This design comes from an exercise in tuning for small area, a short achievable clock period and few clock cycles per item on the open sky130 flow, not from production work.
Only simulation tests tie the RTL to the original design; equivalence was not proved.
Power is estimated from default activity; no workload was simulated.

==> flow/design.v <==
module fp(out,done,a,b,start,clk,rst);
input wire [9:0]a,b;
input wire start;
input wire clk,rst;
output wire [9:0]out;
output reg done;
wire [8:0] lt_b = ~a[8:0] & b[8:0];
wire [8:0] eq_b = ~(a[8:0] ^ b[8:0]);
wire lt87 = lt_b[8] | (eq_b[8] & lt_b[7]);  wire eq87 = eq_b[8] & eq_b[7];
wire lt65 = lt_b[6] | (eq_b[6] & lt_b[5]);  wire eq65 = eq_b[6] & eq_b[5];
wire lt43 = lt_b[4] | (eq_b[4] & lt_b[3]);  wire eq43 = eq_b[4] & eq_b[3];
wire lt21 = lt_b[2] | (eq_b[2] & lt_b[1]);  wire eq21 = eq_b[2] & eq_b[1];
wire lt85 = lt87 | (eq87 & lt65);           wire eq85 = eq87 & eq65;
wire lt41 = lt43 | (eq43 & lt21);           wire eq41 = eq43 & eq21;
wire lt40 = lt41 | (eq41 & lt_b[0]);        wire eq40 = eq41 & eq_b[0];
wire a_lt_b = lt85 | (eq85 & lt40);
wire a_eq_b = eq85 & eq40;
wire [3:0] ea = a[8:5], eb = b[8:5];
wire [3:0] bo_ab, bo_ba;    
assign bo_ab[0] = 1'b0;
assign bo_ab[1] = ~ea[0] & eb[0];
assign bo_ab[2] = (~ea[1] & eb[1]) | (eq_b[6] & bo_ab[1]);
assign bo_ab[3] = (~ea[2] & eb[2]) | (eq_b[7] & (~ea[1] & eb[1])) | (eq_b[7] & eq_b[6] & bo_ab[1]);
assign bo_ba[0] = 1'b0;
assign bo_ba[1] = ~eb[0] & ea[0];
assign bo_ba[2] = (~eb[1] & ea[1]) | (eq_b[6] & bo_ba[1]);
assign bo_ba[3] = (~eb[2] & ea[2]) | (eq_b[7] & (~eb[1] & ea[1])) | (eq_b[7] & eq_b[6] & bo_ba[1]);
wire [3:0] dab = ~eq_b[8:5] ^ bo_ab;
wire [3:0] dba = ~eq_b[8:5] ^ bo_ba;
wire [5:0] ma = {1'b1, a[4:0]};
wire [5:0] mb = {1'b1, b[4:0]};
wire sub = a[9] ^ b[9];
wire [5:0] mx = a_lt_b ? mb : ma;
wire [3:0] d = lt85 ? dba : dab;
wire [5:0] my = ((a_lt_b ? ma : mb) >> d) ^ {6{sub}};
wire [9:0] x = a_lt_b ? b : a;
wire [5:0] p = mx ^ my;
wire [5:0] g = mx & my;
wire cin = sub;
wire g10 = g[1] | (p[1] & g[0]);           wire p10 = p[1] & p[0];
wire g32 = g[3] | (p[3] & g[2]);           wire p32 = p[3] & p[2];
wire g54 = g[5] | (p[5] & g[4]);           wire p54 = p[5] & p[4];
wire g0c = g[0] | (p[0] & cin);
wire c0 = cin;
wire c1 = g0c;
wire c2 = g10 | (p10 & cin);
wire c3 = g[2] | (p[2] & c2);
wire g30 = g32 | (p32 & g10);              wire p30 = p32 & p10;
wire c4 = g30 | (p30 & cin);
wire c5 = g[4] | (p[4] & c4);
wire c6 = g54 | (p54 & c4);
reg [6:0] mag;
reg [3:0] r_e;
reg r_s;
always @(posedge clk) begin
  mag <= {c6 & ~sub, p ^ {c5, c4, c3, c2, c1, c0}};
  r_e <= x[8:5];
  r_s <= x[9];
  if (rst) done <= 1'b0;
  else done <= start;
end
wire h6 = mag[6];
wire h5 = ~mag[6] & mag[5];
wire h4 = ~mag[6] & ~mag[5] & mag[4];
wire h3 = ~|mag[6:4] & mag[3];
wire h2 = ~|mag[6:3] & mag[2];
wire h1 = ~|mag[6:2] & mag[1];
wire h0 = ~|mag[6:1];
wire [4:0] m = ({5{h6}} & mag[5:1])
             | ({5{h5}} & mag[4:0])
             | ({5{h4}} & {mag[3:0], 1'b0})
             | ({5{h3}} & {mag[2:0], 2'b0})
             | ({5{h2}} & {mag[1:0], 3'b0})
             | ({5{h1}} & {mag[0], 4'b0});
wire [3:0] ep1 = r_e + 4'd1;
wire [3:0] em1 = r_e - 4'd1;
wire [3:0] em2 = r_e - 4'd2;
wire [3:0] em3 = r_e - 4'd3;
wire [3:0] em4 = r_e - 4'd4;
wire [3:0] em5 = r_e - 4'd5;
wire [3:0] e = ({4{h6}} & ep1) | ({4{h5}} & r_e) | ({4{h4}} & em1)
             | ({4{h3}} & em2) | ({4{h2}} & em3) | ({4{h1}} & em4)
             | ({4{h0}} & em5);
wire zero = ~|mag;
assign out = zero ? 10'd0 : {r_s, e, m};
endmodule
export LEC_CHECK = 0
export ABC_AREA = 1
export CAP_MARGIN = 20
export CORE_MARGIN = 2
export CORE_UTILIZATION = 40
export SLEW_MARGIN = 20
export BUFFER_PORTS_ARGS = -buffer_cell sky130_fd_sc_hd__buf_2
create_clock -name core_clock -period 8.0 [get_ports {clk}]
standard.sh (not shown) runs the stock make flow with config.mk's settings and CLKGATE_MAP_FILE= SYNTH_SCRIPT=/design/flow/synth_recipe.tcl, a recipe that flattens the netlist after the stock synthesis.
==> flow/flow/run.sh <==
#!/bin/bash
# The standard layout with two changes, each tool's output in its own log:
#  - synthesis is the standard flow's own script (synth_recipe.tcl) run without ORFS's
#    adder extraction (ADDER_MAP_FILE empty), so ABC maps the whole logic,
#    and, if flow/abc.script exists, with that ABC script in place of
#    ORFS's; registers, flattening and renaming are as in the standard run
#  - flow/extra.mk adds ORFS settings to config.mk (port buffer cell, ...)
# The rest is the standard.sh, unchanged.
set -e
cat flow/extra.mk >> config.mk
{ head -1 synth_recipe.tcl; cat flow/abc_swap.tcl; tail -n +2 synth_recipe.tcl; } > my_synth.tcl
if [ -f flow/abc.script ]; then export FLOW_ABC_SCRIPT=$PWD/flow/abc.script; fi
bash standard.sh ADDER_MAP_FILE= SYNTH_SCRIPT=$PWD/my_synth.tcl synth > synth.log 2>&1
bash standard.sh > standard.log 2>&1
==> flow/flow/abc.script <==
strash
dch
map -B 0.9
topo
stime -c
buffer -c
upsize -c
dnsize -c
strash
dch
map -B 0.9
topo
stime -c
buffer -c
upsize -c
dnsize -c
==> flow/flow/abc_swap.tcl <==
# Map the combinational logic with the ABC script named by FLOW_ABC_SCRIPT
# instead of ORFS's; every other step of the synthesis is unchanged.
if {[info exists ::env(FLOW_ABC_SCRIPT)] && $::env(FLOW_ABC_SCRIPT) ne ""} {
  proc abc {args} {
    set i [lsearch -exact $args -script]
    if {$i >= 0} { set args [lreplace $args [expr {$i + 1}] [expr {$i + 1}] $::env(FLOW_ABC_SCRIPT)] }
    yosys abc {*}$args
  }
}
==> flow/flow/extra.mk <==
export BUFFER_PORTS_ARGS = -buffer_cell sky130_fd_sc_hd__buf_2
Testbench counts at the start, summed over its fixed seeds: cycles 24,000, items 24,000.
==> next run, changes <==
--- a/flow/design.v
+++ b/flow/design.v
@@ -33,11 +33,24 @@
 wire [5:0] mx = a_lt_b ? mb : ma;
 wire [3:0] d = lt85 ? dba : dab;
 wire [5:0] my = ((a_lt_b ? ma : mb) >> d) ^ {6{sub}};
 wire [9:0] x = a_lt_b ? b : a;
-wire [5:0] p = mx ^ my;
-wire [5:0] g = mx & my;
-wire cin = sub;
+reg [5:0] r_p;
+reg [4:0] r_g;    
+reg [3:0] r_e;
+reg r_s, r_sub;
+always @(posedge clk) begin
+  r_p <= mx ^ my;
+  r_g <= mx[4:0] & my[4:0];
+  r_e <= x[8:5];
+  r_s <= x[9];
+  r_sub <= sub;
+  if (rst) done <= 1'b0;
+  else done <= start;
+end
+wire [5:0] p = r_p;
+wire [5:0] g = {~r_p[5], r_g};
+wire cin = r_sub;
 wire g10 = g[1] | (p[1] & g[0]);           wire p10 = p[1] & p[0];
 wire g32 = g[3] | (p[3] & g[2]);           wire p32 = p[3] & p[2];
 wire g54 = g[5] | (p[5] & g[4]);           wire p54 = p[5] & p[4];
 wire g0c = g[0] | (p[0] & cin);
@@ -48,18 +61,9 @@
 wire g30 = g32 | (p32 & g10);              wire p30 = p32 & p10;
 wire c4 = g30 | (p30 & cin);
 wire c5 = g[4] | (p[4] & c4);
 wire c6 = g54 | (p54 & c4);
-reg [6:0] mag;
-reg [3:0] r_e;
-reg r_s;
-always @(posedge clk) begin
-  mag <= {c6 & ~sub, p ^ {c5, c4, c3, c2, c1, c0}};
-  r_e <= x[8:5];
-  r_s <= x[9];
-  if (rst) done <= 1'b0;
-  else done <= start;
-end
+wire [6:0] mag = {c6 & ~r_sub, p ^ {c5, c4, c3, c2, c1, c0}};
 wire h6 = mag[6];
 wire h5 = ~mag[6] & mag[5];
 wire h4 = ~mag[6] & ~mag[5] & mag[4];
 wire h3 = ~|mag[6:4] & mag[3];
@@ -71,16 +75,10 @@
              | ({5{h4}} & {mag[3:0], 1'b0})
              | ({5{h3}} & {mag[2:0], 2'b0})
              | ({5{h2}} & {mag[1:0], 3'b0})
              | ({5{h1}} & {mag[0], 4'b0});
-wire [3:0] ep1 = r_e + 4'd1;
-wire [3:0] em1 = r_e - 4'd1;
-wire [3:0] em2 = r_e - 4'd2;
-wire [3:0] em3 = r_e - 4'd3;
-wire [3:0] em4 = r_e - 4'd4;
-wire [3:0] em5 = r_e - 4'd5;
-wire [3:0] e = ({4{h6}} & ep1) | ({4{h5}} & r_e) | ({4{h4}} & em1)
-             | ({4{h3}} & em2) | ({4{h2}} & em3) | ({4{h1}} & em4)
-             | ({4{h0}} & em5);
-wire zero = ~|mag;
+wire [3:0] adj = ({4{h6}} & 4'd1) | ({4{h4}} & 4'hf) | ({4{h3}} & 4'he)
+               | ({4{h2}} & 4'hd) | ({4{h1}} & 4'hc) | ({4{h0}} & 4'hb);
+wire [3:0] e = r_e + adj;
+wire zero = r_sub & (&r_p);
 assign out = zero ? 10'd0 : {r_s, e, m};
 endmodule
After rerunning: Hold slack gets worse by 0.011 ns; total power climbs by 15%; routed wire length is lower by 5.5%; worst setup slack got worse by 0.15 ns; via count hardly moves.
Testbench counts after the change, summed over its fixed seeds: cycles 24,000, items 24,000.

port drivers added, routing unchanged:
The results above use ideal ports. As a check the final layouts listed here were re-extracted and re-timed, cells and wires unchanged.
Step 1: set_driving_cell puts a clkbuf_16 on clk and a buf_2 on each other input, an assumption about the parent block.
Step 2 moves the port delays by t, midway between the first and last clock arrival at a register: inputs arrive t later, outputs are due t later. That takes back most of the time a late clock gives input paths.
Three values: no drivers, after step 1, after step 2; two values: the first two.
run	t, ns	setup slack, ns	worst hold slack (ns)	worst data-port slew with drivers (ns)	pins driven straight from the clock port
the first run	0.256	4.252 / 4.258 / 4.003	1.515 / 1.513 / 1.769	0.03	1
the second run	0.263	4.106 / 4.082 / 4.345	1.504 / 1.502 / 1.765	0.03	1
After both steps every run listed still meets setup and hold. For the first run, which loses most, drivers alone change the setup slack by +0.006 ns; drivers and shift together by -0.249 ns.
